What follows belongs to an exercise in optimizing a design on an open flow for small area, a short achievable clock period and few clock cycles per item; a production flow would make more cautious choices. In this exercise RTL edits were held to simulation tests only and were not proved equivalent to the original. In runs 4 to 8 the design's own scripts or RTL, not TritonCTS, make the clock network. The clock input has no modelled driver; a real chip could not lean on it and would need a root buffer or a full tree. Power figures rest on the tool's default switching activity, not on a simulated workload.

--- config.mk ---
export PLATFORM = sky130hd
export DESIGN_NAME = fib_good
export DESIGN_NICKNAME = fib_good
export VERILOG_FILES = /design/flow/design.v
export SDC_FILE = /design/flow/constraint.sdc
export NUM_CORES = 4
export LEC_CHECK = 0
export CAP_MARGIN = 20
export CORE_MARGIN = 2
export CORE_UTILIZATION = 30
export SLEW_MARGIN = 20
--- constraint.sdc ---
create_clock -name core_clock -period 5.0 [get_ports {clk}]
set_input_delay 1.0000 -clock core_clock [delete_from_list [all_inputs] [get_ports {clk}]]
set_output_delay 1.0000 -clock core_clock [all_outputs]
set_load 0.01 [all_outputs]
--- run.sh ---
#!/bin/bash
# synth_recipe.tcl (not shown) runs the flow's synth.tcl, then flattens the netlist and writes it again
# the make line also repeats each setting of config.mk as NAME=value (left out here)
make -C /OpenROAD-flow-scripts/flow DESIGN_CONFIG=/design/flow/config.mk WORK_HOME=/design/flow/orfs CLKGATE_MAP_FILE= SYNTH_SCRIPT=/design/flow/synth_recipe.tcl finish
--- design.v ---
module fib_good #(
    parameter int INPUT_WIDTH = 6,
    parameter int OUTPUT_WIDTH = 32
) (
    input  logic                    clk,
    input  logic                    rst,
    input  logic                    go,
    input  logic [ INPUT_WIDTH-1:0] n,
    output logic [OUTPUT_WIDTH-1:0] result,
    output logic                    overflow,
    output logic                    done
);
  logic busy_r, done_r;
  logic [5:0] n_r;
  logic start;
  logic [32:0] rom;
  assign start = go & ~busy_r;
  always_ff @(posedge clk or posedge rst) begin
    if (rst) begin
      busy_r <= 1'b0;
      done_r <= 1'b0;
    end else begin
      busy_r <= start;
      done_r <= busy_r | (done_r & ~go);
    end
  end
  always_ff @(posedge clk) begin
    if (start) n_r <= n;
  end
  always_comb begin
    case (n_r)
      6'd0: rom = {1'b0, 32'h00000000};
      6'd1: rom = {1'b0, 32'h00000000};
      6'd2: rom = {1'b0, 32'h00000001};
      6'd3: rom = {1'b0, 32'h00000001};
      6'd4: rom = {1'b0, 32'h00000002};
      6'd5: rom = {1'b0, 32'h00000003};
      6'd6: rom = {1'b0, 32'h00000005};
      6'd7: rom = {1'b0, 32'h00000008};
      6'd8: rom = {1'b0, 32'h0000000d};
      6'd9: rom = {1'b0, 32'h00000015};
      6'd10: rom = {1'b0, 32'h00000022};
      6'd11: rom = {1'b0, 32'h00000037};
      6'd12: rom = {1'b0, 32'h00000059};
      6'd13: rom = {1'b0, 32'h00000090};
      6'd14: rom = {1'b0, 32'h000000e9};
      6'd15: rom = {1'b0, 32'h00000179};
      6'd16: rom = {1'b0, 32'h00000262};
      6'd17: rom = {1'b0, 32'h000003db};
      6'd18: rom = {1'b0, 32'h0000063d};
      6'd19: rom = {1'b0, 32'h00000a18};
      6'd20: rom = {1'b0, 32'h00001055};
      6'd21: rom = {1'b0, 32'h00001a6d};
      6'd22: rom = {1'b0, 32'h00002ac2};
      6'd23: rom = {1'b0, 32'h0000452f};
      6'd24: rom = {1'b0, 32'h00006ff1};
      6'd25: rom = {1'b0, 32'h0000b520};
      6'd26: rom = {1'b0, 32'h00012511};
      6'd27: rom = {1'b0, 32'h0001da31};
      6'd28: rom = {1'b0, 32'h0002ff42};
      6'd29: rom = {1'b0, 32'h0004d973};
      6'd30: rom = {1'b0, 32'h0007d8b5};
      6'd31: rom = {1'b0, 32'h000cb228};
      6'd32: rom = {1'b0, 32'h00148add};
      6'd33: rom = {1'b0, 32'h00213d05};
      6'd34: rom = {1'b0, 32'h0035c7e2};
      6'd35: rom = {1'b0, 32'h005704e7};
      6'd36: rom = {1'b0, 32'h008cccc9};
      6'd37: rom = {1'b0, 32'h00e3d1b0};
      6'd38: rom = {1'b0, 32'h01709e79};
      6'd39: rom = {1'b0, 32'h02547029};
      6'd40: rom = {1'b0, 32'h03c50ea2};
      6'd41: rom = {1'b0, 32'h06197ecb};
      6'd42: rom = {1'b0, 32'h09de8d6d};
      6'd43: rom = {1'b0, 32'h0ff80c38};
      6'd44: rom = {1'b0, 32'h19d699a5};
      6'd45: rom = {1'b0, 32'h29cea5dd};
      6'd46: rom = {1'b0, 32'h43a53f82};
      6'd47: rom = {1'b0, 32'h6d73e55f};
      6'd48: rom = {1'b0, 32'hb11924e1};
      6'd49: rom = {1'b1, 32'h1e8d0a40};
      6'd50: rom = {1'b1, 32'hcfa62f21};
      6'd51: rom = {1'b1, 32'hee333961};
      6'd52: rom = {1'b1, 32'hbdd96882};
      6'd53: rom = {1'b1, 32'hac0ca1e3};
      6'd54: rom = {1'b1, 32'h69e60a65};
      6'd55: rom = {1'b1, 32'h15f2ac48};
      6'd56: rom = {1'b1, 32'h7fd8b6ad};
      6'd57: rom = {1'b1, 32'h95cb62f5};
      6'd58: rom = {1'b1, 32'h15a419a2};
      6'd59: rom = {1'b1, 32'hab6f7c97};
      6'd60: rom = {1'b1, 32'hc1139639};
      6'd61: rom = {1'b1, 32'h6c8312d0};
      6'd62: rom = {1'b1, 32'h2d96a909};
      6'd63: rom = {1'b1, 32'h9a19bbd9};
      default: rom = '0;
    endcase
  end
  assign done = done_r;
  assign {overflow, result} = rom;
endmodule
==> results of run 1 <==
## synthesized netlist by cell type, drive strengths merged (3+ instances only)
master	number	share of area [%]
edfxtp	6	5.3
a2111oi	3	0.96
nor2b	4	0.74
clkbuf	16	1.8
xor2	3	0.77
a32oi	4	1.0
o211ai	8	1.8
o21ai	25	3.7
mux2i	16	4.9
a21oi	35	5.2
a221oi	10	2.6
nor4b	3	0.77
o31ai	12	2.8
nor4bb	5	1.5
o221ai	6	1.5
a211o	3	0.77
buf	26	4.5
and2	4	0.74
dfxtp	33	19
a31oi	14	2.9
nor4	5	0.92
mux2	8	2.8
o22ai	6	1.1
ha	12	4.4
nand2	33	3.7
nand3	12	1.8
inv	18	2.0
nor2	33	3.6
a211oi	12	2.7
nor3	9	1.3
## final cells by class
class,instances,share of cell area [%]
clock buffer,7,3.48
timing repair buffer,61,13.7
sequential,41,21.7
inverter,19,1.77
tap,140,4.27
multi-input combinational,326,54.3
clock inverter,1,0.732
## routing by layer
metal / vias up / global-route usage, % / share of wire, %
met3: 59 / 4.01 / 9.8
met5: - / 0 / 0
met1: 1797 / 29.8 / 41
met4: 0 / 12.5 / 5.2
met2: 276 / 33.7 / 44
li1: 1694 / - / -
## state kept, by name (all words and copies together), names as in the netlist
| name | cells |
|---|---|
| rom | 33 |
| n_r | 6 |
| busy_r | 1 |
| done_r | 1 |
## metrics by stage
step | power [mW] | util, % | area [um^2] | setup WS (ps)
finish | 1.31 | 37.5 | 4100 | 1150
global route | 1.37 | 37.5 | 4100 | 943
CTS | 1.31 | 37.5 | 4100 | 1240
detailed placement | 0.919 | 35.9 | 3930 | 967
global placement | 0.925 | 35.9 | 3930 | 970
floorplan | 0.703 | - | 3400 | 1850
## kinds of logic (layout without fill, tap and decap cells)
family	count (synthesis)	in the layout	synth area share, %
AND/OR/NAND/NOR	122	122	18.4
XOR/XNOR	4	4	1.03
buffers and inverters	61	88	8.35
multiplexers	24	24	7.69
AO/OA/AOI/OAI	164	164	33.9
flip-flops	41	41	26.2
adder cells (fa/ha/maj)	12	12	4.42
## where the power goes
group	internal [mW]	switching [mW]	total (mW)
clock network	0.250	0.136	0.385
logic	0.208	0.314	0.522
registers	0.384	0.0204	0.404
## worst paths after layout
path                          end
max                        rom[4]
min                        done_r
max reg2reg                rom[4]
min reg2reg                done_r
max in group asynchronous  done_r
min in group asynchronous  busy_r
==> results.sh, run 1 <==
export IMPL_outcome="timing/DRC/antenna clean"
export IMPL_total_standard_cell_area_after_synthesis_mm2=0.00340
export IMPL_clock_skew_ps=5.74
export IMPL_most_common_layout_cells="clkdlybuf4s50_1, a21oi_1, nor2_1, dfxtp_1, nand2_1"
export IMPL_crit_start="go"
export IMPL_antennaDiodeCount=0
export IMPL_postSynthAreaPerCell_um2=7.94
export IMPL_setup_worst_path_start_class="input port"
export IMPL_whs_ps=486
export IMPL_clock_tree_buffer_depth=2
export IMPL_clkLatencyLatePin_ps=290
export IMPL_ctsRootBufferMaster="clkbuf_16"
export IMPL_slew_limit_headroom_pct=34.6
export IMPL_timing_critical_path_depth=10
export IMPL_detailedRoute_firstPassIterationCount=5
export IMPL_clock_tree_from_tritoncts="built"
export IMPL_syn_nets=449
export IMPL_r2r_slack_ps=1920
export IMPL_ctsHtreeMaxLevel=2
export IMPL_place_inst=587
export IMPL_min_delay_start="done_r"
export IMPL_post_cts_resized=0
export IMPL_drc=0
export IMPL_hold_buffers=0
export IMPL_setup_tns_ps=0
export IMPL_crit_chain="clkdlybuf4s50_1, nand2b_1, mux2_2, inv_2, ha_1, inv_1, a211oi_1, a2111oi_0, a211o_1, o32ai_1"
export IMPL_min_path_cells=1
export IMPL_grt_setup_unrepaired="no"
export IMPL_synth_flop_cell="dfxtp_1"
export IMPL_slew_viol_final=0
export IMPL_routed_vias=3826
export IMPL_timing_critical_path_to_type="register"
export IMPL_synth_seq_area_share_pct=26.2
export IMPL_async_flop_share_pct=4.88
export IMPL_ir_drop_uv=139
export IMPL_r2r_start="busy_r"
export IMPL_min_period_ps=3850
export IMPL_fillCellCount=1169
export IMPL_cts_made_buffers=5
export IMPL_cp_data_arrival_time_ps=4030
export IMPL_fin_nets=475
export IMPL_netlist_cell_type_count=73
export IMPL_initial_core_util_pct=31.1
export IMPL_worst_setup_path_type="in -> reg"
export IMPL_hold_viol_final=0
export IMPL_finalWeightedCongestion=1.01
export IMPL_worst_min_delay_path_category="reg -> reg"
export IMPL_wl_per_cell_um=23.9
export IMPL_wirelength_um=14200
export IMPL_critical_path_n_buffers_inverters=3
export IMPL_via_count_of_the_first_global_routing_pass=3622
export IMPL_io_pins=43
export IMPL_finish_cell_count_without_fillers=595
export IMPL_drive_gt1_share_pct=10.5
export IMPL_timing_critical_path_fanout_max=16
export IMPL_gr_total_overflow=0
export IMPL_vertical_die_dimension_um=110
export IMPL_rows=38
export IMPL_max_freq_mhz=260
export IMPL_worst_slew_pin_transition_ps=977
export IMPL_hpwlAfterDp_um=9780
export IMPL_crit_family="buffers and inverters"
export IMPL_yosys_warnings=1
export IMPL_clkSlewWorstSetupHoldPaths_ps=60
export IMPL_vias_per_cell=6.43
export IMPL_grt_max_degree=35
export IMPL_crit_slowest_cell="clkdlybuf4s50_1"
export IMPL_die_x_um=110
export IMPL_timing_final_setup_violations=0
export IMPL_p_leak_nw=1.53
export IMPL_combined_area_of_the_multi_input_logic_cells_mm2=0.00223
export IMPL_cts_setup_buffers=0
export IMPL_grt_pass1_wl_um=21500
export IMPL_drv_max_cap_violation_count=0
export IMPL_grt_antenna_before_repair=0
export IMPL_die_area_mm2=0.0122
export IMPL_final_min_period_over_clock_period_pct=77.0
export IMPL_global_route_usage_total_pct=22.3
export IMPL_io_buffer_count=42
export IMPL_area_sequential_um2=891
export IMPL_ff2ff_path_depth=9
export IMPL_critPathMaxStageDelay_ps=640
export IMPL_postSynthRegisterBits=41
export IMPL_worstPathRequired_ps=5180
export IMPL_synth_edf_count=6
export IMPL_area_growth_pct=20.7
export IMPL_p_per_area_mw_per_mm2=320
export IMPL_synth_cells=428
export IMPL_numClockSinks=41
export IMPL_drt_iter0_drc=376
export IMPL_most_common_cell_after_layout_fill_and_taps_aside="clkdlybuf4s50_1"
export IMPL_drt_antenna_violating_nets=0
export IMPL_design_core_area_mm2=0.0109
Testbench counts, summed over its fixed seeds: cycles 4,800, items 2,400.
==> inputs of run 2 (changes only) <==
==> design.v (replaced) <==
module fib_good #(
    parameter int INPUT_WIDTH = 6,
    parameter int OUTPUT_WIDTH = 32
) (
    input  logic                    clk,
    input  logic                    rst,
    input  logic                    go,
    input  logic [ INPUT_WIDTH-1:0] n,
    output logic [OUTPUT_WIDTH-1:0] result,
    output logic                    overflow,
    output logic                    done
);
  localparam logic [63:0] COL0 = 64'hdb6db6db6db6db6c;
  localparam logic [63:0] COL1 = 64'h0c30c30c30c30c30;
  localparam logic [63:0] COL2 = 64'h0b40b40b40b40b40;
  localparam logic [63:0] COL3 = 64'hd180aed180aed180;
  localparam logic [63:0] COL4 = 64'hba00a8616d1eba00;
  localparam logic [63:0] COL5 = 64'h176d1deceba5cc00;
  localparam logic [63:0] COL6 = 64'ha2eba65d3173d000;
  localparam logic [63:0] COL7 = 64'haf31733d41426000;
  localparam logic [63:0] COL8 = 64'hc42cf42637828000;
  localparam logic [63:0] COL9 = 64'hb3464345996f0000;
  localparam logic [63:0] COL10 = 64'h1985ef5e17840000;
  localparam logic [63:0] COL11 = 64'hccde5f5379680000;
  localparam logic [63:0] COL12 = 64'hbd0852e2fa300000;
  localparam logic [63:0] COL13 = 64'hcbbde28297400000;
  localparam logic [63:0] COL14 = 64'h0a1082b479800000;
  localparam logic [63:0] COL15 = 64'hd1a0b475fa000000;
  localparam logic [63:0] COL16 = 64'hba1bc32e4c000000;
  localparam logic [63:0] COL17 = 64'h7accb42850000000;
  localparam logic [63:0] COL18 = 64'h4c66759de0000000;
  localparam logic [63:0] COL19 = 64'h8b332e1080000000;
  localparam logic [63:0] COL20 = 64'hd1999ecd00000000;
  localparam logic [63:0] COL21 = 64'h0cccc86600000000;
  localparam logic [63:0] COL22 = 64'h0bd0bde800000000;
  localparam logic [63:0] COL23 = 64'h67d67d3000000000;
  localparam logic [63:0] COL24 = 64'h5fd5fd4000000000;
  localparam logic [63:0] COL25 = 64'h890e4b8000000000;
  localparam logic [63:0] COL26 = 64'h67be8a0000000000;
  localparam logic [63:0] COL27 = 64'he97ebc0000000000;
  localparam logic [63:0] COL28 = 64'h8793100000000000;
  localparam logic [63:0] COL29 = 64'h6979a00000000000;
  localparam logic [63:0] COL30 = 64'h314cc00000000000;
  localparam logic [63:0] COL31 = 64'h9a3d000000000000;
  localparam logic [63:0] COL32 = 64'hfffe000000000000;
  logic busy_r, done_r;
  logic [5:0] n_r;
  logic start;
  logic [32:0] rom;
  logic [32:0] res_r;
  assign start = go & ~busy_r;
  always_ff @(posedge clk or posedge rst) begin
    if (rst) begin
      busy_r <= 1'b0;
      done_r <= 1'b0;
    end else begin
      busy_r <= start;
      done_r <= busy_r | (done_r & ~go);
    end
  end
  always_ff @(posedge clk) begin
    if (start) n_r <= n;
  end
  always_ff @(posedge clk) begin
    res_r <= rom;
  end
  assign rom[0] = COL0[n_r];
  assign rom[1] = COL1[n_r];
  assign rom[2] = COL2[n_r];
  assign rom[3] = COL3[n_r];
  assign rom[4] = COL4[n_r];
  assign rom[5] = COL5[n_r];
  assign rom[6] = COL6[n_r];
  assign rom[7] = COL7[n_r];
  assign rom[8] = COL8[n_r];
  assign rom[9] = COL9[n_r];
  assign rom[10] = COL10[n_r];
  assign rom[11] = COL11[n_r];
  assign rom[12] = COL12[n_r];
  assign rom[13] = COL13[n_r];
  assign rom[14] = COL14[n_r];
  assign rom[15] = COL15[n_r];
  assign rom[16] = COL16[n_r];
  assign rom[17] = COL17[n_r];
  assign rom[18] = COL18[n_r];
  assign rom[19] = COL19[n_r];
  assign rom[20] = COL20[n_r];
  assign rom[21] = COL21[n_r];
  assign rom[22] = COL22[n_r];
  assign rom[23] = COL23[n_r];
  assign rom[24] = COL24[n_r];
  assign rom[25] = COL25[n_r];
  assign rom[26] = COL26[n_r];
  assign rom[27] = COL27[n_r];
  assign rom[28] = COL28[n_r];
  assign rom[29] = COL29[n_r];
  assign rom[30] = COL30[n_r];
  assign rom[31] = COL31[n_r];
  assign rom[32] = COL32[n_r];
  assign done = done_r;
  assign {overflow, result} = res_r;
endmodule
==> results.sh, run 2 <==
export IMPL_wl_per_cell_um=19.2
export IMPL_hold_viol_final=0
export IMPL_global_route_usage_total_pct=18.1
export IMPL_top_post_synthesis_cells_by_count="dfxtp_1, a21oi_1, nand2_1"
export IMPL_ir_drop_uv=108
export IMPL_cp_data_arrival_time_ps=3270
export IMPL_timing_critical_path_to_type="register"
export IMPL_io_buffer_count=42
export IMPL_synth_most_common_cell="dfxtp_1"
export IMPL_wirelength_um=10700
export IMPL_grt_max_degree=81
export IMPL_grt_antenna_before_repair=0
export IMPL_setup_worst_path_start_class="register"
export IMPL_routed_vias=3373
export IMPL_timing_final_setup_violations=0
export IMPL_clkLatencyLatePin_ps=310
export IMPL_yosys_area_top_type_share_pct=20.4
export IMPL_die_x_um=108
export IMPL_drt_iter0_drc=505
export IMPL_finalWeightedCongestion=0.949
export IMPL_drive_gt1_share_pct=4.31
export IMPL_postSynthRegisterBits=41
export IMPL_fillCellCount=1078
export IMPL_synth_flop_cell="dfxtp_1"
export IMPL_worst_slew_pin_transition_ps=918
export IMPL_area_sequential_um2=891
export IMPL_synth_top_cell_by_area="dfxtp_1"
export IMPL_fin_nets=448
export IMPL_grt_setup_unrepaired="no"
export IMPL_syn_nets=436
export IMPL_grt_pass1_wl_um=16300
export IMPL_final_min_period_over_clock_period_pct=61.5
export IMPL_timing_critical_path_fanout_max=21
export IMPL_clkSlewWorstSetupHoldPaths_ps=90
export IMPL_design_core_area_mm2=0.0104
export IMPL_clock_tree_buffer_depth=2
export IMPL_synth_cells=405
export IMPL_cts_made_buffers=5
export IMPL_setup_tns_ps=0
export IMPL_largest_register_ff_count=33
export IMPL_drc=0
export IMPL_synth_edf_count=6
export IMPL_netlist_cell_type_count=62
export IMPL_ctsRootBufferMaster="clkbuf_8"
export IMPL_max_freq_mhz=325
export IMPL_hold_buffers=0
export IMPL_worst_setup_path_type="reg -> reg"
export IMPL_drt_antenna_violating_nets=0
export IMPL_ctsHtreeMaxLevel=2
export IMPL_detailedRoute_firstPassIterationCount=6
export IMPL_vias_per_cell=6.09
export IMPL_worst_min_delay_path_category="reg -> reg"
export IMPL_outcome="timing/DRC/antenna clean"
export IMPL_dp_slack_ps=2080
export IMPL_via_count_of_the_first_global_routing_pass=3026
export IMPL_p_per_area_mw_per_mm2=254
export IMPL_total_standard_cell_area_after_synthesis_mm2=0.00324
export IMPL_slew_viol_final=0
export IMPL_drv_max_cap_violation_count=0
export IMPL_initial_core_util_pct=31.1
export IMPL_synth_area_leaders="dfxtp_1, ha_1, edfxtp_1, a21oi_1, o21ai_0"
export IMPL_antennaDiodeCount=0
export IMPL_area_growth_pct=15.8
export IMPL_numClockSinks=41
export IMPL_clock_tree_from_tritoncts="built"
export IMPL_fin_ws_ps=1930
export IMPL_vertical_die_dimension_um=108
export IMPL_post_cts_resized=0
export IMPL_die_area_mm2=0.0117
export IMPL_most_common_cell_after_layout_fill_and_taps_aside="clkdlybuf4s50_1"
export IMPL_postSynthAreaPerCell_um2=8.00
export IMPL_io_pins=43
export IMPL_cts_setup_buffers=0
export IMPL_most_common_layout_cells="clkdlybuf4s50_1, dfxtp_1, a21oi_1"
export IMPL_async_flop_share_pct=4.88
export IMPL_min_period_ps=3070
export IMPL_gr_total_overflow=0
export IMPL_synth_seq_area_share_pct=27.5
export IMPL_combined_area_of_the_multi_input_logic_cells_mm2=0.00207
export IMPL_slew_limit_headroom_pct=38.6
export IMPL_clock_skew_ps=4.32
export IMPL_hpwlAfterDp_um=6990
export IMPL_worstPathRequired_ps=5200
export IMPL_p_leak_nw=1.39
export IMPL_rows=37
export IMPL_yosys_warnings=1
run 2: cell count changes in the layout (fill, tap and decap cells not counted), moves of 6 or more:
cell | previous run | this run
nor2b_1 | 4 | 18
nor2_1 | 33 | 26
inv_1 | 16 | 9
ha_1 | 12 | 22
buf_4 | 19 | 6
mux2i_1 | 14 | 5
a311oi_1 | 2 | 8
a221oi_1 | 10 | 3
mux2_2 | 7 | 0
nand2b_1 | 1 | 18
run 2: report_power, final:
group / internal, mW / switching (mW)
sequential: 0.366 / 0.0161
combinational: 0.124 / 0.162
clock: 0.150 / 0.135
run 2: path summary, 6_finish.rpt:
| kind | slack [ps] | from | endpoint | depth (start not counted) |
|---|---|---|---|---|
| min in group asynchronous | 840 | rst | done_r | 2 |
| worst min-delay path | 470 | busy_r | done_r | 1 |
| worst max-delay path | 1930 | n_r[1] | res_r[10] | 7 |
| max in group asynchronous | 4050 | rst | busy_r | 2 |
| worst min register to register | 470 | busy_r | done_r | 1 |
| worst max register to register | 1930 | n_r[1] | res_r[10] | 7 |
run 2: layout make-up:
cell class / count / area share, %
clock buffers: 6 / 1.93
clock inverters: 2 / 1.03
inverters: 12 / 1.20
multi-input cells: 309 / 55.2
flip-flops and latches: 41 / 23.7
well taps: 136 / 4.53
repair buffers: 48 / 12.4
run 2: per-stage QoR:
step / cells / hold WS [ps] / instance area, um^2 / utilization, % / power, mW
5_1_grt: 554 / 506 / 3750 / 36.0 / 0.993
3_3_place_gp: 546 / 439 / 3640 / 35.0 / 0.669
2_1_floorplan: 405 / 429 / 3240 / - / 0.563
6_report: 554 / 470 / 3750 / 36.0 / 0.952
3_5_place_dp: 546 / 457 / 3640 / 35.0 / 0.668
4_1_cts: 554 / 477 / 3750 / 36.0 / 0.950
run 2: metal layers:
layer | wire [um] | vias to the layer above | part of all wire [%] | track usage, %
met2 | 4650 | 230 | 44 | 26.6
met3 | 1060 | 36 | 9.9 | 4.40
met1 | 4540 | 1576 | 43 | 25.2
met4 | 413 | 0 | 3.9 | 7.69
met5 | 0 | - | 0 | 0
li1 | - | 1531 | - | -
run 2: logic make-up after synthesis:
family                   synth area share (%)
flip-flops                               27.5
multiplexers                             2.93
adder cells (fa/ha/maj)                  8.49
AND/OR/NAND/NOR                          21.2
buffers and inverters                    8.61
AO/OA/AOI/OAI                            30.8
XOR/XNOR                                0.540
run 2: worst max-delay path, stage by stage, from the launching register on:
cell	delay, ps
edfxtp_1	800
inv_1	340
ha_1	700
inv_1	170
ha_1	250
a211oi_1	220
a311oi_1	80
or3b_1	390
Testbench counts of run 2, summed over its fixed seeds: cycles 4,800, items 2,400.
==> inputs of run 3 (changes only) <==
--- a/config.mk
+++ b/config.mk
@@ -8,4 +8,5 @@
 export CAP_MARGIN = 20
 export CORE_MARGIN = 2
 export CORE_UTILIZATION = 30
+export SETUP_SLACK_MARGIN = 3.2
 export SLEW_MARGIN = 20
==> results.sh, run 3 <==
export IMPL_slew_viol_final=0
export IMPL_detailedRoute_firstPassIterationCount=6
export IMPL_min_period_ps=1920
export IMPL_rows=37
export IMPL_wirelength_um=12300
export IMPL_drt_antenna_violating_nets=0
export IMPL_most_common_layout_cells="a21oi_1, buf_2, buf_4"
export IMPL_io_buffer_count=42
export IMPL_die_x_um=108
export IMPL_drt_iter0_drc=746
export IMPL_p_total_uw=986
export IMPL_grt_antenna_before_repair=0
export IMPL_worstPathRequired_ps=5220
export IMPL_vias_per_cell=6.25
export IMPL_synth_seq_area_share_pct=27.5
export IMPL_largest_register_ff_count=33
export IMPL_worst_slew_pin_transition_ps=459
export IMPL_netlist_cell_type_count=62
export IMPL_outcome="timing/DRC/antenna clean"
export IMPL_yosys_area_top_type_share_pct=20.4
export IMPL_hpwlAfterDp_um=7190
export IMPL_synth_most_common_cell="dfxtp_1"
export IMPL_drc=0
export IMPL_yosys_warnings=1
export IMPL_finalWeightedCongestion=0.957
export IMPL_async_flop_share_pct=4.88
export IMPL_max_freq_mhz=520
export IMPL_clock_tree_buffer_depth=2
export IMPL_grt_max_degree=98
export IMPL_final_min_period_over_clock_period_pct=38.5
export IMPL_slew_limit_headroom_pct=69.3
export IMPL_drive_gt1_share_pct=30.3
export IMPL_synth_edf_count=6
export IMPL_total_standard_cell_area_after_synthesis_mm2=0.00324
export IMPL_timing_critical_path_to_type="register"
export IMPL_cp_data_arrival_time_ps=2150
export IMPL_top_post_synthesis_cells_by_count="dfxtp_1, a21oi_1, nand2_1"
export IMPL_postSynthRegisterBits=41
export IMPL_postSynthAreaPerCell_um2=8.00
export IMPL_global_route_usage_total_pct=19.5
export IMPL_drv_max_cap_violation_count=0
export IMPL_synth_area_leaders="dfxtp_1, ha_1, edfxtp_1, a21oi_1, o21ai_0"
export IMPL_clkLatencyLatePin_ps=310
export IMPL_p_leak_nw=1.62
export IMPL_ctsHtreeMaxLevel=2
export IMPL_setup_worst_path_start_class="register"
export IMPL_cts_made_buffers=5
export IMPL_gr_total_overflow=0
export IMPL_setup_tns_ps=0
export IMPL_worst_setup_path_type="reg -> reg"
export IMPL_timing_critical_path_fanout_max=11
export IMPL_clock_tree_from_tritoncts="built"
export IMPL_design_core_area_mm2=0.0104
export IMPL_grt_pass1_wl_um=17700
export IMPL_worst_min_delay_path_category="reg -> reg"
export IMPL_timing_final_setup_violations=0
export IMPL_numClockSinks=41
export IMPL_syn_nets=436
export IMPL_clkSlewWorstSetupHoldPaths_ps=80
export IMPL_antennaDiodeCount=0
export IMPL_vertical_die_dimension_um=108
export IMPL_via_count_of_the_first_global_routing_pass=3291
export IMPL_initial_core_util_pct=31.1
export IMPL_io_pins=43
export IMPL_synth_cells=405
export IMPL_ctsRootBufferMaster="clkbuf_8"
export IMPL_hold_viol_final=0
export IMPL_routed_vias=3638
export IMPL_area_growth_pct=29.2
export IMPL_fin_nets=476
export IMPL_die_area_mm2=0.0117
export IMPL_synth_top_cell_by_area="dfxtp_1"
export IMPL_grt_setup_unrepaired="yes"
export IMPL_synth_flop_cell="dfxtp_1"
export IMPL_clock_skew_ps=8.24
export IMPL_p_per_area_mw_per_mm2=235
export IMPL_ir_drop_uv=108
export IMPL_wl_per_cell_um=21.1
==> run 3: layout make-up <==
class                   count  area (um^2)
well taps                 136          170
flip-flops and latches     41          901
inverters                  12         65.1
multi-input cells         309         2350
fillers                  1035         6230
repair buffers             76          596
clock buffers               8          111
==> run 3: what timing repair did <==
item,4_1_cts,5_1_grt
gates cloned,0,3
buffers inserted,20,6
endpoints found under the setup margin,74,33
hold buffers,0,0
gates resized for setup,186,31
pin swaps,5,8
==> run 3: cell families (layout without fill, tap and decap cells) <==
family | count (synthesis) | after routing | share of synthesized area [%]
AO/OA/AOI/OAI | 146 | 146 | 30.8
adder cells (fa/ha/maj) | 22 | 22 | 8.49
AND/OR/NAND/NOR | 132 | 132 | 21.2
multiplexers | 7 | 7 | 2.93
buffers and inverters | 55 | 96 | 8.61
XOR/XNOR | 2 | 2 | 0.540
flip-flops | 41 | 41 | 27.5
==> run 3: worst max-delay path, cell delays in order (launching register included) <==
cell and delay (ps):
edfxtp_1 400, clkinvlp_4 190, buf_4 190, ha_4 210, mux4_2 480, nand2_1 80, o21ai_0 90, a31oi_1 190
==> run 3: final timing paths <==
check | cells after the start | startpoint | endpoint | slack (ps)
min in group asynchronous | 2 | rst | busy_r | 830
worst min-delay path | 1 | done_r | done_r | 490
max in group asynchronous | 2 | rst | done_r | 4060
worst min register to register | 1 | done_r | done_r | 490
worst max-delay path | 7 | n_r[0] | res_r[6] | 3080
worst max register to register | 7 | n_r[0] | res_r[6] | 3080
==> run 3: metal layers <==
metal,wire length [um],global-route usage (%),up-vias
met1,4760,25.8,1693
met4,685,9.98,0
met2,5340,29.9,293
met3,1500,4.04,75
met5,0,0,-
li1,-,-,1577
==> run 3: power breakdown <==
part           leakage [nW]  internal (mW)  switching, mW
registers             0.359          0.367         0.0113
logic                  1.20          0.140          0.198
clock network        0.0566          0.143          0.127
total                  1.62          0.650          0.337
==> run 3: through the flow <==
step	cells	setup slack (ps)	hold slack, ps	utilization [%]	cell area, um^2
finish	582	3080	494	40.2	4190
global route	582	3040	531	40.2	4190
CTS	573	3100	496	38.2	3980
detailed placement	545	2380	449	35.6	3710
global placement	545	2520	439	35.6	3710
floorplan	405	2880	429	-	3350
==> inputs of run 4 (changes only) <==
==> flow/run.sh (new file) <==
#!/bin/bash
# Own layout flow:
#  1. the standard synthesis (standard.sh synth), unchanged;
#  2. its combinational logic re-mapped by ABC (flow/remap.tcl, flow/remap.abc),
#     every flip-flop kept as synthesized, with its name and cell;
#  3. the standard floorplan and placement, with the delay cells
#     (dlymetal*, dlygate*, clkdlybuf*) added to the don't-use list;
#  4. a clock tree of one level, two clock buffers each driving half the flip-flops (flow/cts1.tcl)
#     in place of the standard clock tree synthesis, then timing repair;
#  5. the standard global and detailed routing and finishing.
# Each tool's output goes to a log file of its own in this folder.
set -euo pipefail
W=$PWD
R=$W/orfs/results/$FLOW_PLATFORM/fib_good/base
P=$FLOW_HOME/platforms/$FLOW_PLATFORM
LIB=$P/lib/sky130_fd_sc_hd__tt_025C_1v80.lib
DU="$(cat $W/flow/dont_use.txt)"

bash standard.sh synth > $W/1_standard_synth.log 2>&1
cp $R/1_2_yosys.v $W/standard_synth.v
IN=$W/standard_synth.v OUT=$R/1_2_yosys.v LIB=$LIB TOP=$FLOW_TOP \
  ABCSCRIPT=$W/flow/remap.abc yosys -c $W/flow/remap.tcl > $W/2_remap.log 2>&1
rm -f $R/1_synth.odb $R/1_synth.sdc

bash standard.sh "DONT_USE_CELLS=$DU" place > $W/3_place.log 2>&1

RESULTS_DIR=$R PLATFORM_DIR=$P LIB_FILE=$LIB DONT_USE="$DU" \
  CLKBUF=sky130_fd_sc_hd__clkbuf_16 NBUF=2 SETUP_SLACK_MARGIN=3.35 \
  openroad -no_init -exit $W/flow/cts1.tcl > $W/4_cts.log 2>&1

bash standard.sh "DONT_USE_CELLS=$DU" finish > $W/5_route_finish.log 2>&1
==> flow/cts1.tcl (new file) <==
# Clock tree of one level: the clock port drives NBUF clock buffers, each
# placed at the centre of its cluster of flip-flops and driving their clock
# pins; the clusters come from a k-means split of the flip-flop positions.
# env: RESULTS_DIR, PLATFORM_DIR, LIB_FILE, DONT_USE, CLKBUF, NBUF, SETUP_SLACK_MARGIN
read_db $::env(RESULTS_DIR)/3_place.odb
read_liberty $::env(LIB_FILE)
read_sdc $::env(RESULTS_DIR)/3_place.sdc
source $::env(PLATFORM_DIR)/setRC.tcl
set_dont_use $::env(DONT_USE)

set block [ord::get_db_block]
set clk [$block findNet clk]
set master [[ord::get_db] findMaster $::env(CLKBUF)]
set k $::env(NBUF)

# clock pins and their positions
set pins {}
foreach it [$clk getITerms] {
  set bb [[$it getInst] getBBox]
  lappend pins [list $it [expr {([$bb xMin] + [$bb xMax]) / 2.0}] [expr {([$bb yMin] + [$bb yMax]) / 2.0}]]
}
set pins [lsort -real -index 1 $pins]
set n [llength $pins]
# initial centres: spread along x
set cx {}; set cy {}
for {set j 0} {$j < $k} {incr j} {
  set p [lindex $pins [expr {int(($j + 0.5) * $n / $k)}]]
  lappend cx [lindex $p 1]; lappend cy [lindex $p 2]
}
for {set iter 0} {$iter < 20} {incr iter} {
  set assign {}
  foreach p $pins {
    set best 0; set bd 1e30
    for {set j 0} {$j < $k} {incr j} {
      set d [expr {abs([lindex $p 1] - [lindex $cx $j]) + abs([lindex $p 2] - [lindex $cy $j])}]
      if {$d < $bd} { set bd $d; set best $j }
    }
    lappend assign $best
  }
  set sx [lrepeat $k 0.0]; set sy [lrepeat $k 0.0]; set sc [lrepeat $k 0]
  foreach p $pins a $assign {
    lset sx $a [expr {[lindex $sx $a] + [lindex $p 1]}]
    lset sy $a [expr {[lindex $sy $a] + [lindex $p 2]}]
    lset sc $a [expr {[lindex $sc $a] + 1}]
  }
  for {set j 0} {$j < $k} {incr j} {
    if {[lindex $sc $j] > 0} {
      lset cx $j [expr {[lindex $sx $j] / [lindex $sc $j]}]
      lset cy $j [expr {[lindex $sy $j] / [lindex $sc $j]}]
    }
  }
}
for {set j 0} {$j < $k} {incr j} {
  set buf [odb::dbInst_create $block $master clkbuf_root_$j]
  set net [odb::dbNet_create $block clknet_root_$j]
  $net setSigType CLOCK
  [$buf findITerm A] connect $clk
  [$buf findITerm X] connect $net
  $buf setLocation [expr {int([lindex $cx $j])}] [expr {int([lindex $cy $j])}]
  $buf setPlacementStatus PLACED
  lappend nets $net
}
foreach p $pins a $assign {
  set it [lindex $p 0]
  $it disconnect
  $it connect [lindex $nets $a]
}
puts "clock buffers: $k, pins per buffer: $sc"
detailed_placement
set_propagated_clock [all_clocks]
estimate_parasitics -placement
report_clock_latency
report_worst_slack -max
if {[info exists ::env(SETUP_SLACK_MARGIN)]} {
  repair_timing -setup_margin $::env(SETUP_SLACK_MARGIN) -repair_tns 100 -verbose
  detailed_placement
  estimate_parasitics -placement
}
report_worst_slack -max
report_worst_slack -min
report_checks -group_path_count 5 -format end
report_design_area
check_placement
write_db $::env(RESULTS_DIR)/4_1_cts.odb
write_sdc -no_timestamp $::env(RESULTS_DIR)/4_cts.sdc
==> flow/dont_use.txt (new file) <==
sky130_fd_sc_hd__probe_p_8 sky130_fd_sc_hd__probec_p_8 sky130_fd_sc_hd__lpflow_bleeder_1 sky130_fd_sc_hd__lpflow_clkbufkapwr_1 sky130_fd_sc_hd__lpflow_clkbufkapwr_16 sky130_fd_sc_hd__lpflow_clkbufkapwr_2 sky130_fd_sc_hd__lpflow_clkbufkapwr_4 sky130_fd_sc_hd__lpflow_clkbufkapwr_8 sky130_fd_sc_hd__lpflow_clkinvkapwr_1 sky130_fd_sc_hd__lpflow_clkinvkapwr_16 sky130_fd_sc_hd__lpflow_clkinvkapwr_2 sky130_fd_sc_hd__lpflow_clkinvkapwr_4 sky130_fd_sc_hd__lpflow_clkinvkapwr_8 sky130_fd_sc_hd__lpflow_decapkapwr_12 sky130_fd_sc_hd__lpflow_decapkapwr_3 sky130_fd_sc_hd__lpflow_decapkapwr_4 sky130_fd_sc_hd__lpflow_decapkapwr_6 sky130_fd_sc_hd__lpflow_decapkapwr_8 sky130_fd_sc_hd__lpflow_inputiso0n_1 sky130_fd_sc_hd__lpflow_inputiso0p_1 sky130_fd_sc_hd__lpflow_inputiso1n_1 sky130_fd_sc_hd__lpflow_inputiso1p_1 sky130_fd_sc_hd__lpflow_inputisolatch_1 sky130_fd_sc_hd__lpflow_isobufsrc_1 sky130_fd_sc_hd__lpflow_isobufsrc_16 sky130_fd_sc_hd__lpflow_isobufsrc_2 sky130_fd_sc_hd__lpflow_isobufsrc_4 sky130_fd_sc_hd__lpflow_isobufsrc_8 sky130_fd_sc_hd__lpflow_isobufsrckapwr_16 sky130_fd_sc_hd__lpflow_lsbuf_lh_hl_isowell_tap_1 sky130_fd_sc_hd__lpflow_lsbuf_lh_hl_isowell_tap_2 sky130_fd_sc_hd__lpflow_lsbuf_lh_hl_isowell_tap_4 sky130_fd_sc_hd__lpflow_lsbuf_lh_isowell_4 sky130_fd_sc_hd__lpflow_lsbuf_lh_isowell_tap_1 sky130_fd_sc_hd__lpflow_lsbuf_lh_isowell_tap_2 sky130_fd_sc_hd__lpflow_lsbuf_lh_isowell_tap_4 sky130_fd_sc_hd__dlymetal6s2s_1 sky130_fd_sc_hd__dlymetal6s4s_1 sky130_fd_sc_hd__dlymetal6s6s_1 sky130_fd_sc_hd__dlygate4sd1_1 sky130_fd_sc_hd__dlygate4sd2_1 sky130_fd_sc_hd__dlygate4sd3_1 sky130_fd_sc_hd__clkdlybuf4s15_1 sky130_fd_sc_hd__clkdlybuf4s15_2 sky130_fd_sc_hd__clkdlybuf4s18_1 sky130_fd_sc_hd__clkdlybuf4s18_2 sky130_fd_sc_hd__clkdlybuf4s25_1 sky130_fd_sc_hd__clkdlybuf4s25_2 sky130_fd_sc_hd__clkdlybuf4s50_1 sky130_fd_sc_hd__clkdlybuf4s50_2 
==> flow/remap.abc (new file) <==
strash
dch
map -a
strash
dch
map -a
strash
dch
map -B 0.9 -D 900
topo
stime -c
buffer -c
upsize -c -D 900
dnsize -c -D 900
stime -c
==> flow/remap.tcl (new file) <==
# yosys -c: re-map the combinational logic of a mapped netlist,
# keeping every flip-flop instance (and its name) as it is.
# env: IN, OUT, LIB, TOP, ABCSCRIPT, ABCD (delay target in ps, optional)
yosys read_liberty -ignore_miss_func $::env(LIB)
yosys read_verilog $::env(IN)
yosys hierarchy -top $::env(TOP)
yosys setattr -mod -set keep_hierarchy 1 sky130_fd_sc_hd__df* sky130_fd_sc_hd__edf* sky130_fd_sc_hd__conb*
yosys flatten
yosys opt_clean -purge
set constr [file rootname $::env(OUT)].constr
set f [open $constr w]
puts $f "set_driving_cell sky130_fd_sc_hd__buf_1"
puts $f "set_load 0.005"
close $f
set dargs {}
if {[info exists ::env(ABCD)]} { set dargs [list -D $::env(ABCD)] }
yosys abc -liberty $::env(LIB) -constr $constr -script $::env(ABCSCRIPT) {*}$dargs -dont_use sky130_fd_sc_hd__probe_p_8 -dont_use sky130_fd_sc_hd__probec_p_8 -dont_use sky130_fd_sc_hd__lpflow_* $::env(TOP)
yosys opt_clean -purge
yosys rename -hide w:*.*
yosys tee -o [file rootname $::env(OUT)].stat stat -liberty $::env(LIB)
yosys "select -module $::env(TOP)"
yosys write_verilog -noattr -noexpr -nohex -nodec -selected $::env(OUT)
==> standard.sh (new file) <==
#!/bin/bash
# synth_recipe.tcl (not shown) runs the flow's synth.tcl, then flattens the netlist and writes it again
# the make line also repeats each setting of config.mk as NAME=value (left out here)
make -C /OpenROAD-flow-scripts/flow DESIGN_CONFIG=/design/flow/config.mk WORK_HOME=/design/flow/orfs CLKGATE_MAP_FILE= SYNTH_SCRIPT=/design/flow/synth_recipe.tcl "${@:-finish}"
--- a/config.mk
+++ b/config.mk
@@ -5,8 +5,9 @@
 export SDC_FILE = /design/flow/constraint.sdc
 export NUM_CORES = 4
 export LEC_CHECK = 0
+export ABC_AREA = 1
 export CAP_MARGIN = 20
 export CORE_MARGIN = 2
 export CORE_UTILIZATION = 30
-export SETUP_SLACK_MARGIN = 3.2
+export SETUP_SLACK_MARGIN = 3.3
 export SLEW_MARGIN = 20
removed: run.sh
==> results.sh, run 4 <==
export IMPL_outcome="timing/DRC/antenna clean"
export IMPL_total_standard_cell_area_after_synthesis_mm2=0.00240
export IMPL_fillCellCount=860
export IMPL_io_buffer_count=42
export IMPL_synth_cells=376
export IMPL_die_x_um=93.5
export IMPL_worstPathRequired_ps=5040
export IMPL_global_route_usage_total_pct=21.2
export IMPL_cpMostUsedCell="nand2_1"
export IMPL_min_period_ps=1710
export IMPL_timing_final_setup_violations=0
export IMPL_grt_antenna_before_repair=0
export IMPL_p_leak_nw=1.37
export IMPL_r2r_start="n_r[1]"
export IMPL_max_freq_mhz=585
export IMPL_setup_worst_path_start_class="register"
export IMPL_routed_vias=3086
export IMPL_timing_critical_path_fanout_max=8
export IMPL_detailedRoute_firstPassIterationCount=7
export IMPL_area_growth_pct=21.6
export IMPL_most_common_layout_cells="nand2_1, nand3_1, buf_1"
export IMPL_drc=0
export IMPL_grt_setup_unrepaired="yes"
export IMPL_drv_max_cap_violation_count=0
export IMPL_grt_pass1_wl_um=14800
export IMPL_largest_register_ff_count=33
export IMPL_end_of_the_worst_hold_path="busy_r"
export IMPL_p_total_uw=752
export IMPL_rows=32
export IMPL_vertical_die_dimension_um=93.5
export IMPL_grt_util_met1_pct=28.1
export IMPL_drt_antenna_violating_nets=0
export IMPL_postPlaceCellArea_mm2=0.00260
export IMPL_drt_iter0_drc=597
export IMPL_setup_tns_ps=0
export IMPL_crit_slowest_cell="edfxtp_1"
export IMPL_ir_drop_uv=182
export IMPL_via_count_of_the_first_global_routing_pass=2896
export IMPL_final_min_period_over_clock_period_pct=34.2
export IMPL_syn_nets=385
export IMPL_slew_limit_headroom_pct=58.6
export IMPL_postSynthAreaPerCell_um2=6.39
export IMPL_r2r_slack_ps=3290
export IMPL_slew_viol_final=0
export IMPL_design_core_area_mm2=0.00773
export IMPL_clkSlewWorstSetupHoldPaths_ps=80
export IMPL_wirelength_um=9480
export IMPL_min_path_cells=1
export IMPL_wl_per_cell_um=17.7
export IMPL_finalWeightedCongestion=1.02
export IMPL_fin_nets=446
export IMPL_drive_gt1_share_pct=12.6
export IMPL_timing_critical_path_to_type="register"
export IMPL_vias_per_cell=5.75
export IMPL_grt_max_degree=35
export IMPL_clkLatencyLatePin_ps=150
export IMPL_gr_total_overflow=0
export IMPL_grt_busiest_layer="met2"
export IMPL_clock_skew_ps=4.13
export IMPL_yosys_warnings=1
export IMPL_worst_setup_path_type="reg -> reg"
export IMPL_crit_chain="buf_4, buf_1, nand2_1, nand2_1, nand2_1, nand3_1, o21ai_0, nand2_1, nand2_1"
export IMPL_critPathMaxStageDelay_ps=380
export IMPL_ff2ff_path_depth=9
export IMPL_initial_core_util_pct=31.1
export IMPL_hpwlAfterDp_um=6420
export IMPL_rr_endpoint="res_r[9]"
export IMPL_post_route_util_pct=37.8
export IMPL_postLayoutCellArea_mm2=0.00292
export IMPL_worst_slew_pin_transition_ps=619
export IMPL_grt_use_met3_pct=4.43
export IMPL_grtUsageMet2_pct=32.9
export IMPL_antennaDiodeCount=0
export IMPL_worst_min_delay_path_category="reg -> reg"
export IMPL_die_area_mm2=0.00874
export IMPL_io_pins=43
export IMPL_hold_viol_final=0
export IMPL_cp_data_arrival_time_ps=1740
export IMPL_p_per_area_mw_per_mm2=258
export IMPL_most_common_cell_after_layout_fill_and_taps_aside="nand2_1"
export IMPL_min_delay_start="busy_r"
==> run 4: how the worst max path moves through the flow <==
stage,cells after the start,end,from,slack [ps]
2_1_floorplan,2,n_r[0],go,3410
3_3_place_gp,6,res_r[7],n_r[3],2750
3_5_place_dp,6,res_r[7],n_r[3],2780
5_1_grt,8,res_r[17],n_r[1],3250
6_report,9,res_r[9],n_r[1],3290
==> run 4: final cells by class <==
cell class                 instances  area, um^2  area share, %
sequential                        41         891           30.5
multi-input combinational        287        1370           47.0
timing repair inverter             1        5.00          0.171
timing repair buffer              72         337           11.5
buffer                             2        50.0           1.71
tap                              102         128           4.37
inverter                          32         138           4.71
==> run 4: report_power, final <==
part	internal [mW]	switching (mW)
clock network	0.0728	0.0812
logic	0.0650	0.157
registers	0.367	0.0103
total	0.504	0.248
==> run 4: per-stage QoR <==
stage | cells | setup slack [ps] | hold WS [ps]
floorplan | 376 | 3410 | 471
global placement | 504 | 2750 | 497
detailed placement | 504 | 2780 | 496
global route | 537 | 3250 | 545
finish | 537 | 3290 | 504
==> run 4: worst max-delay path, delay by kind of cell, from the launching register on <==
| family | cells | cell delay [ps] |
|---|---|---|
| flops | 1 | 380 |
| compound gates | 1 | 120 |
| simple gates | 6 | 650 |
| buf+inv | 2 | 440 |
==> run 4: layer usage <==
layer / part of all wire, % / wire length, um
met1: 38 / 3620
met2: 42 / 3970
met3: 14 / 1350
met4: 5.8 / 549
met5: 0 / 0
==> inputs of run 5 (changes only) <==
--- a/config.mk
+++ b/config.mk
@@ -8,6 +8,6 @@
 export ABC_AREA = 1
 export CAP_MARGIN = 20
 export CORE_MARGIN = 2
-export CORE_UTILIZATION = 30
-export SETUP_SLACK_MARGIN = 3.3
+export CORE_UTILIZATION = 50
+export SETUP_SLACK_MARGIN = 3.2
 export SLEW_MARGIN = 20
==> results.sh, run 5 <==
export IMPL_outcome="timing/DRC/antenna clean"
export IMPL_routed_vias=3086
export IMPL_grt_pass1_wl_um=14400
export IMPL_timing_critical_path_to_type="register"
export IMPL_hold_viol_final=0
export IMPL_vias_per_cell=6.38
export IMPL_antennaDiodeCount=0
export IMPL_fillCellCount=469
export IMPL_grt_setup_unrepaired="no"
export IMPL_clkSlewWorstSetupHoldPaths_ps=80
export IMPL_rows=25
export IMPL_slew_limit_headroom_pct=61.5
export IMPL_drv_max_cap_violation_count=0
export IMPL_design_core_area_mm2=0.00469
export IMPL_min_period_ps=1760
export IMPL_timing_final_setup_violations=0
export IMPL_io_buffer_count=42
export IMPL_die_x_um=73.3
export IMPL_timing_critical_path_fanout_max=5
export IMPL_hpwlAfterDp_um=6310
export IMPL_synth_cells=376
export IMPL_final_min_period_over_clock_period_pct=35.2
export IMPL_worst_setup_path_type="reg -> reg"
export IMPL_cp_data_arrival_time_ps=1800
export IMPL_postSynthAreaPerCell_um2=6.39
export IMPL_drt_iter0_drc=651
export IMPL_area_growth_pct=15.9
export IMPL_fin_nets=441
export IMPL_clkLatencyLatePin_ps=150
export IMPL_vertical_die_dimension_um=73.3
export IMPL_drive_gt1_share_pct=9.07
export IMPL_finalWeightedCongestion=1.03
export IMPL_grt_max_degree=35
export IMPL_wirelength_um=9170
export IMPL_grt_antenna_before_repair=0
export IMPL_worst_min_delay_path_category="reg -> reg"
export IMPL_largest_register_ff_count=33
export IMPL_yosys_warnings=1
export IMPL_slew_viol_final=0
export IMPL_via_count_of_the_first_global_routing_pass=2787
export IMPL_worst_slew_pin_transition_ps=575
export IMPL_total_standard_cell_area_after_synthesis_mm2=0.00240
export IMPL_ir_drop_uv=214
export IMPL_most_common_cell_after_layout_fill_and_taps_aside="nand2_1"
export IMPL_setup_tns_ps=0
export IMPL_die_area_mm2=0.00538
export IMPL_initial_core_util_pct=51.2
export IMPL_p_per_area_mw_per_mm2=269
export IMPL_io_pins=43
export IMPL_wl_per_cell_um=18.9
export IMPL_global_route_usage_total_pct=35.0
export IMPL_syn_nets=385
export IMPL_clock_skew_ps=1.99
export IMPL_max_freq_mhz=569
export IMPL_drt_antenna_violating_nets=0
export IMPL_post_route_util_pct=59.4
export IMPL_most_common_layout_cells="nand2_1, nand3_1, buf_1"
export IMPL_setup_worst_path_start_class="register"
export IMPL_drc=0
export IMPL_detailedRoute_firstPassIterationCount=8
export IMPL_whs_ps=505
export IMPL_worstPathRequired_ps=5040
export IMPL_p_leak_nw=1.33
export IMPL_gr_total_overflow=0
run 5: final timing paths:
check                           startpoint        end  slack [ps]  cells past startpoint
worst min register to register      busy_r     busy_r         510                      1
worst max register to register      n_r[2]  res_r[12]        3240                      6
worst min-delay path                busy_r     busy_r         510                      1
max in group asynchronous              rst     done_r        4240                      2
worst max-delay path                n_r[2]  res_r[12]        3240                      6
min in group asynchronous              rst     busy_r         660                      2
run 5: per-layer routing:
layer  GRT usage (%)  vias up  routed length (um)
met5               0        -                   0
met4            17.8        0                 708
met3            4.25       90                1350
met2            52.4      342                3780
met1            49.7     1296                3340
li1                -     1358                   -
run 5: where the power goes:
part / leakage [nW] / switching (mW) / internal [mW]
logic: 0.950 / 0.153 / 0.0626
registers: 0.358 / 0.0106 / 0.367
clock network: 0.0246 / 0.0828 / 0.0728
run 5: cell type report:
| class | count | area, um^2 | area share (%) |
|---|---|---|---|
| sequential | 41 | 891 | 32.0 |
| timing repair buffer | 68 | 314 | 11.3 |
| multi-input combinational | 287 | 1330 | 47.8 |
| inverter | 32 | 131 | 4.72 |
| tap | 54 | 67.6 | 2.43 |
| buffer | 2 | 50.0 | 1.80 |
run 5: critical path, cell delays in order (launching register included):
cell and delay, ps:
edfxtp_1 470, buf_6 170, buf_1 110, nor2_1 420
nor2_1 150, a31oi_1 230, nand2_1 100
run 5: stage by stage:
stage          setup slack, ps  total power [mW]  area [um^2]  cells
2_1_floorplan             3280             0.512         2400    376
3_3_place_gp              2840             0.577         2540    456
3_5_place_dp              2820             0.571         2540    456
5_1_grt                   3210             0.786         2790    484
6_report                  3240             0.748         2790    484
==> inputs of run 6 (changes only) <==
--- a/flow/run.sh
+++ b/flow/run.sh
@@ -25,7 +25,7 @@
 bash standard.sh "DONT_USE_CELLS=$DU" place > $W/3_place.log 2>&1
 
 RESULTS_DIR=$R PLATFORM_DIR=$P LIB_FILE=$LIB DONT_USE="$DU" \
-  CLKBUF=sky130_fd_sc_hd__clkbuf_16 NBUF=2 SETUP_SLACK_MARGIN=3.35 \
+  CLKBUF=sky130_fd_sc_hd__clkbuf_16 NBUF=2 SETUP_SLACK_MARGIN=3.30 \
   openroad -no_init -exit $W/flow/cts1.tcl > $W/4_cts.log 2>&1
 
 bash standard.sh "DONT_USE_CELLS=$DU" finish > $W/5_route_finish.log 2>&1
--- a/config.mk
+++ b/config.mk
@@ -8,6 +8,6 @@
 export ABC_AREA = 1
 export CAP_MARGIN = 20
 export CORE_MARGIN = 2
-export CORE_UTILIZATION = 50
+export CORE_UTILIZATION = 30
 export SETUP_SLACK_MARGIN = 3.2
 export SLEW_MARGIN = 20
==> results.sh, run 6 <==
export IMPL_yosys_warnings=1
export IMPL_worst_slew_pin_transition_ps=604
export IMPL_combined_area_of_the_multi_input_logic_cells_mm2=0.00133
export IMPL_p_per_area_mw_per_mm2=267
export IMPL_area_sequential_um2=891
export IMPL_postSynthAreaPerCell_um2=6.39
export IMPL_finalWeightedCongestion=1.04
export IMPL_cp_data_arrival_time_ps=1770
export IMPL_crit_family="simple AND/OR/NAND/NOR gates"
export IMPL_wl_per_cell_um=18.3
export IMPL_grt_antenna_before_repair=0
export IMPL_most_common_layout_cells="nand2_1, nand3_1, buf_1"
export IMPL_grt_max_degree=35
export IMPL_drc=0
export IMPL_timing_critical_path_to_type="register"
export IMPL_p_int_uw=498
export IMPL_most_common_cell_after_layout_fill_and_taps_aside="nand2_1"
export IMPL_timing_critical_path_fanout_max=34
export IMPL_drt_iter0_drc=465
export IMPL_cpMostUsedCell="nor2_1"
export IMPL_grt_setup_unrepaired="no"
export IMPL_setup_worst_path_start_class="register"
export IMPL_io_buffer_count=42
export IMPL_clock_skew_ps=18.3
export IMPL_via_count_of_the_first_global_routing_pass=2825
export IMPL_max_freq_mhz=583
export IMPL_power_share_combinational_pct=28.1
export IMPL_io_pins=43
export IMPL_setup_tns_ps=0
export IMPL_vertical_die_dimension_um=93.5
export IMPL_hpwlAfterDp_um=6770
export IMPL_synth_cells=376
export IMPL_antennaDiodeCount=0
export IMPL_worst_min_delay_path_category="reg -> reg"
export IMPL_postPlaceCellArea_mm2=0.00260
export IMPL_initial_core_util_pct=31.1
export IMPL_post_route_util_pct=36.0
export IMPL_wirelength_um=9580
export IMPL_total_standard_cell_area_after_synthesis_mm2=0.00240
export IMPL_switching_share_pct=33.1
export IMPL_grt_pass1_wl_um=15100
export IMPL_die_area_mm2=0.00874
export IMPL_clockPowerShare_pct=21.1
export IMPL_gr_total_overflow=0
export IMPL_timing_final_setup_violations=0
export IMPL_clkSlewWorstSetupHoldPaths_ps=90
export IMPL_finish_cell_count_without_fillers=525
export IMPL_largest_register_ff_count=33
export IMPL_vias_per_cell=5.72
export IMPL_critPathMaxStageDelay_ps=460
export IMPL_outcome="timing/DRC/antenna clean"
export IMPL_fillCellCount=887
export IMPL_routed_vias=3004
export IMPL_critical_path_n_buffers_inverters=1
export IMPL_hold_viol_final=0
export IMPL_design_core_area_mm2=0.00773
export IMPL_area_growth_pct=15.9
export IMPL_slew_viol_final=0
export IMPL_fin_nets=434
export IMPL_crit_chain="inv_2, nand2_1, o21ai_0, nor2_1, nor2_1, nand3_1"
export IMPL_detailedRoute_firstPassIterationCount=6
export IMPL_postLayoutCellArea_mm2=0.00279
export IMPL_crit_slowest_cell="inv_2"
export IMPL_net_switching_power_uw=246
export IMPL_final_min_period_over_clock_period_pct=34.3
export IMPL_place_inst=504
export IMPL_worstPathRequired_ps=5050
export IMPL_global_route_usage_total_pct=22.0
export IMPL_die_x_um=93.5
export IMPL_drv_max_cap_violation_count=0
export IMPL_ir_drop_uv=233
export IMPL_min_period_ps=1710
export IMPL_slew_limit_headroom_pct=59.7
export IMPL_p_leak_nw=1.31
export IMPL_syn_nets=385
export IMPL_seqPwrFrac_pct=50.7
export IMPL_drt_antenna_violating_nets=0
export IMPL_worst_setup_path_type="reg -> reg"
export IMPL_drive_gt1_share_pct=8.75
export IMPL_clkLatencyLatePin_ps=160
export IMPL_rows=32
==> run 6: path summary, 6_finish.rpt <==
path / slack [ps] / start / endpoint / cells after the start
setup reg to reg: 3290 / n_r[3] / res_r[5] / 6
setup / recovery: 3290 / n_r[3] / res_r[5] / 6
hold / removal: 510 / done_r / done_r / 2
min in group asynchronous: 670 / rst / done_r / 2
max in group asynchronous: 4230 / rst / busy_r / 2
hold reg to reg: 510 / done_r / done_r / 2
==> run 6: final cells by class <==
cell class              instances  share of cell area (%)
plain buffers                   2                    1.80
inverters                      32                    4.45
multi-input cells             287                    47.9
flip-flops and latches         41                    32.0
well taps                     102                    4.58
repair buffers                 61                    9.30
==> run 6: through the flow <==
| step | hold slack, ps | setup WS (ps) | power (mW) |
|---|---|---|---|
| after global routing | 569 | 3240 | 0.787 |
| after detailed placement | 504 | 2680 | 0.575 |
| final | 514 | 3290 | 0.744 |
| after global placement | 490 | 2680 | 0.581 |
| after floorplan | 475 | 3280 | 0.512 |
==> run 6: worst register-to-register path: stages, from the launching register on <==
cell	delay, ps
edfxtp_1	400
inv_2	460
nand2_1	280
o21ai_0	230
nor2_1	70
nor2_1	120
nand3_1	80
==> run 6: per-layer routing <==
layer | routed length [um] | vias up | global-route usage [%]
met5 | 0 | - | 0
li1 | - | 1347 | -
met3 | 1060 | 58 | 2.90
met1 | 3770 | 1347 | 29.2
met4 | 714 | 0 | 14.1
met2 | 4040 | 252 | 33.3
==> run 6: power by group through the flow <==
stage | Combinational (mW) | Sequential (mW) | Clock (mW)
5_1_grt | 0.227 | 0.381 | 0.179
3_5_place_dp | 0.180 | 0.395 | 0
6_report | 0.209 | 0.377 | 0.157
3_3_place_gp | 0.186 | 0.395 | 0
2_1_floorplan | 0.113 | 0.398 | 0
==> inputs of run 7 (changes only) <==
--- a/config.mk
+++ b/config.mk
@@ -9,5 +9,5 @@
 export CAP_MARGIN = 20
 export CORE_MARGIN = 2
 export CORE_UTILIZATION = 30
-export SETUP_SLACK_MARGIN = 3.2
+export SETUP_SLACK_MARGIN = 3.1
 export SLEW_MARGIN = 20
==> results.sh, run 7 <==
export IMPL_io_pins=43
export IMPL_r2r_start="n_r[1]"
export IMPL_final_min_period_over_clock_period_pct=35.9
export IMPL_worst_slew_pin_transition_ps=729
export IMPL_synth_cells=376
export IMPL_drt_iter0_drc=446
export IMPL_dp_slack_ps=2680
export IMPL_fin_nets=432
export IMPL_worst_min_delay_path_category="reg -> reg"
export IMPL_clkLatencyLatePin_ps=160
export IMPL_grt_setup_unrepaired="no"
export IMPL_yosys_warnings=1
export IMPL_gr_total_overflow=0
export IMPL_fin_ws_ps=3200
export IMPL_die_area_mm2=0.00874
export IMPL_largest_register_ff_count=33
export IMPL_combined_area_of_the_multi_input_logic_cells_mm2=0.00132
export IMPL_detailedRoute_firstPassIterationCount=6
export IMPL_post_route_util_pct=35.7
export IMPL_wirelength_um=9590
export IMPL_p_per_area_mw_per_mm2=269
export IMPL_outcome="timing/DRC/antenna clean"
export IMPL_cp_data_arrival_time_ps=1850
export IMPL_routed_vias=2997
export IMPL_grt_antenna_before_repair=0
export IMPL_via_count_of_the_first_global_routing_pass=2825
export IMPL_min_period_ps=1800
export IMPL_slew_limit_headroom_pct=51.3
export IMPL_hpwlAfterDp_um=6770
export IMPL_initial_core_util_pct=31.1
export IMPL_setup_worst_path_start_class="register"
export IMPL_max_freq_mhz=557
export IMPL_syn_nets=385
export IMPL_worst_setup_path_type="reg -> reg"
export IMPL_drt_antenna_violating_nets=0
export IMPL_total_standard_cell_area_after_synthesis_mm2=0.00240
export IMPL_hold_viol_final=0
export IMPL_whs_ps=514
export IMPL_postSynthAreaPerCell_um2=6.39
export IMPL_grt_max_degree=35
export IMPL_global_route_usage_total_pct=22.0
export IMPL_fillCellCount=888
export IMPL_most_common_cell_after_layout_fill_and_taps_aside="nand2_1"
export IMPL_min_path_cells=2
export IMPL_design_core_area_mm2=0.00773
export IMPL_slew_viol_final=0
export IMPL_crit_start="n_r[1]"
export IMPL_setup_tns_ps=0
export IMPL_ff2ff_path_depth=8
export IMPL_finish_cell_count_without_fillers=523
export IMPL_antennaDiodeCount=0
export IMPL_area_sequential_um2=891
export IMPL_timing_critical_path_fanout_max=12
export IMPL_drv_max_cap_violation_count=0
export IMPL_die_x_um=93.5
export IMPL_vertical_die_dimension_um=93.5
export IMPL_clkSlewWorstSetupHoldPaths_ps=90
export IMPL_timing_critical_path_to_type="register"
export IMPL_ir_drop_uv=232
export IMPL_finalWeightedCongestion=1.04
export IMPL_drc=0
export IMPL_most_common_layout_cells="nand2_1, nand3_1, buf_1"
export IMPL_p_leak_nw=1.30
export IMPL_timing_final_setup_violations=0
export IMPL_worstPathRequired_ps=5060
export IMPL_vias_per_cell=5.73
export IMPL_place_inst=504
export IMPL_io_buffer_count=42
export IMPL_drive_gt1_share_pct=8.08
export IMPL_area_growth_pct=14.8
export IMPL_wl_per_cell_um=18.3
export IMPL_min_delay_start="done_r"
export IMPL_rows=32
export IMPL_clock_skew_ps=18.5
export IMPL_grt_pass1_wl_um=15100
## run 7: cell type report
type                            count  area share [%]
Tap cell                          102            4.62
Timing Repair Buffer               59            9.11
Inverter                           32            4.49
Sequential cell                    41            32.3
Multi-Input combinational cell    287            47.7
Buffer                              2            1.81
## run 7: routing by layer
metal | part of all wire, % | global-route usage, % | wire length (um) | vias to the layer above
met5 | 0 | 0 | 0 | -
met4 | 7.7 | 14.1 | 735 | 0
met3 | 12 | 2.90 | 1140 | 64
met2 | 42 | 33.3 | 3990 | 272
met1 | 39 | 29.2 | 3730 | 1318
li1 | - | - | - | 1343
## run 7: worst max-delay path: stages, from the launching register on
cell      delay (ps)
edfxtp_1         440
inv_2            200
nand2_1          320
nand2_1          360
nand2_1          120
nand2_1          100
nand2_1           50
nand2_1           60
nand3_1           70
## run 7: final timing paths
| check | endpoint | slack (ps) |
|---|---|---|
| max | res_r[0] | 3200 |
| min | done_r | 510 |
| max reg2reg | res_r[0] | 3200 |
| min reg2reg | done_r | 510 |
| max in group asynchronous | busy_r | 4230 |
| min in group asynchronous | done_r | 670 |
## run 7: report_power, final
part	switching, mW	internal, mW
combinational	0.150	0.0575
clock	0.0850	0.0729
sequential	0.0112	0.367
total	0.246	0.497
## run 7: stage by stage
stage	power (mW)	instance area, um^2
2_1_floorplan	0.512	2400
3_3_place_gp	0.581	2600
3_5_place_dp	0.575	2600
5_1_grt	0.784	2760
6_report	0.743	2760
==> inputs of run 8 (changes only) <==
--- a/config.mk
+++ b/config.mk
@@ -9,5 +9,5 @@
 export CAP_MARGIN = 20
 export CORE_MARGIN = 2
 export CORE_UTILIZATION = 30
-export SETUP_SLACK_MARGIN = 3.1
+export SETUP_SLACK_MARGIN = 3.25
 export SLEW_MARGIN = 20
==> results.sh, run 8 <==
export IMPL_total_standard_cell_area_after_synthesis_mm2=0.00240
export IMPL_crit_chain="inv_2, nand2_1, nand2_1, o211ai_1, o21ai_0"
export IMPL_vertical_die_dimension_um=93.5
export IMPL_drc=0
export IMPL_drt_antenna_violating_nets=0
export IMPL_grt_pass1_wl_um=15100
export IMPL_most_common_cell_after_layout_fill_and_taps_aside="nand2_1"
export IMPL_routed_vias=2945
export IMPL_gr_total_overflow=0
export IMPL_clock_skew_ps=18.4
export IMPL_via_count_of_the_first_global_routing_pass=2825
export IMPL_io_pins=43
export IMPL_min_period_ps=1700
export IMPL_hpwlAfterDp_um=6770
export IMPL_cp_data_arrival_time_ps=1710
export IMPL_clkSlewWorstSetupHoldPaths_ps=90
export IMPL_worst_slew_pin_transition_ps=614
export IMPL_io_buffer_count=42
export IMPL_drive_gt1_share_pct=9.46
export IMPL_yosys_warnings=1
export IMPL_slew_viol_final=0
export IMPL_finalWeightedCongestion=1.04
export IMPL_timing_critical_path_to_type="register"
export IMPL_grt_max_degree=35
export IMPL_p_per_area_mw_per_mm2=267
export IMPL_drt_iter0_drc=454
export IMPL_combined_area_of_the_multi_input_logic_cells_mm2=0.00134
export IMPL_antennaDiodeCount=0
export IMPL_most_common_layout_cells="nand2_1, nand3_1, buf_1"
export IMPL_wl_per_cell_um=18.3
export IMPL_grt_setup_unrepaired="yes"
export IMPL_area_growth_pct=16.4
export IMPL_die_area_mm2=0.00874
export IMPL_area_sequential_um2=891
export IMPL_clkLatencyLatePin_ps=160
export IMPL_hold_viol_final=0
export IMPL_vias_per_cell=5.61
export IMPL_drv_max_cap_violation_count=0
export IMPL_detailedRoute_firstPassIterationCount=5
export IMPL_fin_nets=434
export IMPL_fin_ws_ps=3300
export IMPL_dp_slack_ps=2680
export IMPL_design_core_area_mm2=0.00773
export IMPL_critPathMaxStageDelay_ps=450
export IMPL_setup_tns_ps=0
export IMPL_outcome="timing/DRC/antenna clean"
export IMPL_fillCellCount=885
export IMPL_setup_worst_path_start_class="register"
export IMPL_worst_min_delay_path_category="reg -> reg"
export IMPL_postSynthAreaPerCell_um2=6.39
export IMPL_final_min_period_over_clock_period_pct=34.1
export IMPL_p_leak_nw=1.32
export IMPL_ir_drop_uv=233
export IMPL_worst_setup_path_type="reg -> reg"
export IMPL_slew_limit_headroom_pct=59.0
export IMPL_initial_core_util_pct=31.1
export IMPL_grt_antenna_before_repair=0
export IMPL_synth_cells=376
export IMPL_crit_slowest_cell="edfxtp_1"
export IMPL_rows=32
export IMPL_largest_register_ff_count=33
export IMPL_timing_final_setup_violations=0
export IMPL_syn_nets=385
export IMPL_die_x_um=93.5
export IMPL_cpMostUsedCell="nand2_1"
export IMPL_global_route_usage_total_pct=22.0
export IMPL_max_freq_mhz=587
export IMPL_timing_critical_path_fanout_max=9
export IMPL_worstPathRequired_ps=5010
export IMPL_wirelength_um=9590
## run 8: cell type report
class	count	area share, %
multi-input combinational	287	48.0
inverter	32	4.43
tap	102	4.56
sequential	41	31.8
timing repair buffer	61	9.35
buffer	2	1.79
## run 8: power breakdown
part	switching, mW	total (mW)	leakage (nW)	internal, mW
clock network	0.0850	0.158	0.0246	0.0729
registers	0.0108	0.377	0.358	0.367
logic	0.152	0.211	0.933	0.0589
total	0.248	0.746	1.32	0.498
## run 8: critical path, delay by kind of cell (launching register included)
kind | cells | cell delay, ps
buffers and inverters | 1 | 130
and+or+nand+nor | 2 | 540
DFF | 1 | 450
AOI/OAI and AO/OA | 2 | 450
## run 8: per-layer routing
metal / global-route usage (%) / routed length [um]
met3: 2.90 / 968
met5: 0 / 0
met4: 14.1 / 703
met1: 29.2 / 3880
met2: 33.3 / 4040
## run 8: worst paths after layout
check	from	depth (start not counted)	to	slack, ps
min in group asynchronous	rst	2	done_r	670
max in group asynchronous	rst	2	busy_r	4230
hold / removal	done_r	2	done_r	510
setup / recovery	n_r[0]	5	res_r[27]	3300
setup reg to reg	n_r[0]	5	res_r[27]	3300
hold reg to reg	done_r	2	done_r	510
## run 8: through the flow
step	total power [mW]	cell area, um^2	util (%)	std cells	hold WS, ps
final	0.746	2800	36.2	525	514
after detailed placement	0.575	2600	33.6	504	504
after floorplan	0.512	2400	-	376	475
after global routing	0.788	2800	36.2	525	569
after global placement	0.581	2600	33.6	504	490

[port drivers added, routing unchanged]
The results above use ideal ports. As a check the final layouts listed here were re-extracted and re-timed, cells and wires unchanged.
Step 1: set_driving_cell puts a clkbuf_16 on clk and a buf_2 on each other input, an assumption about the parent block.
Step 2, shift: input delay + t, output delay - t, t = (earliest + latest rising clock arrival at the registers) / 2. This alone moves slack from input paths to output paths.
a / b / c = ideal / step 1 / step 2; a / b = the first two.
run	t, ns	slack for setup (ns)	worst data-port slew with drivers (ns)
run 1	0.321	1.152 / 1.168 / 0.847	0.04
run 2	0.334	1.926 / 1.926 / 1.926	0.03
run 3	0.340	3.077 / 3.077 / 2.945	0.03
run 4	0.197	3.291 / 3.290 / 3.281	0.03
run 5	0.196	3.242 / 3.242 / 3.242	0.03
run 6	0.199	3.286 / 3.263 / 3.264	0.03
run 7	0.199	3.203 / 3.203 / 3.203	0.03
run 8	0.199	3.296 / 3.264 / 3.265	0.03
After both steps every run listed still meets setup and hold. The setup slack of run 1, which loses most, moves by +0.016 ns with the drivers and by -0.305 ns with both steps.
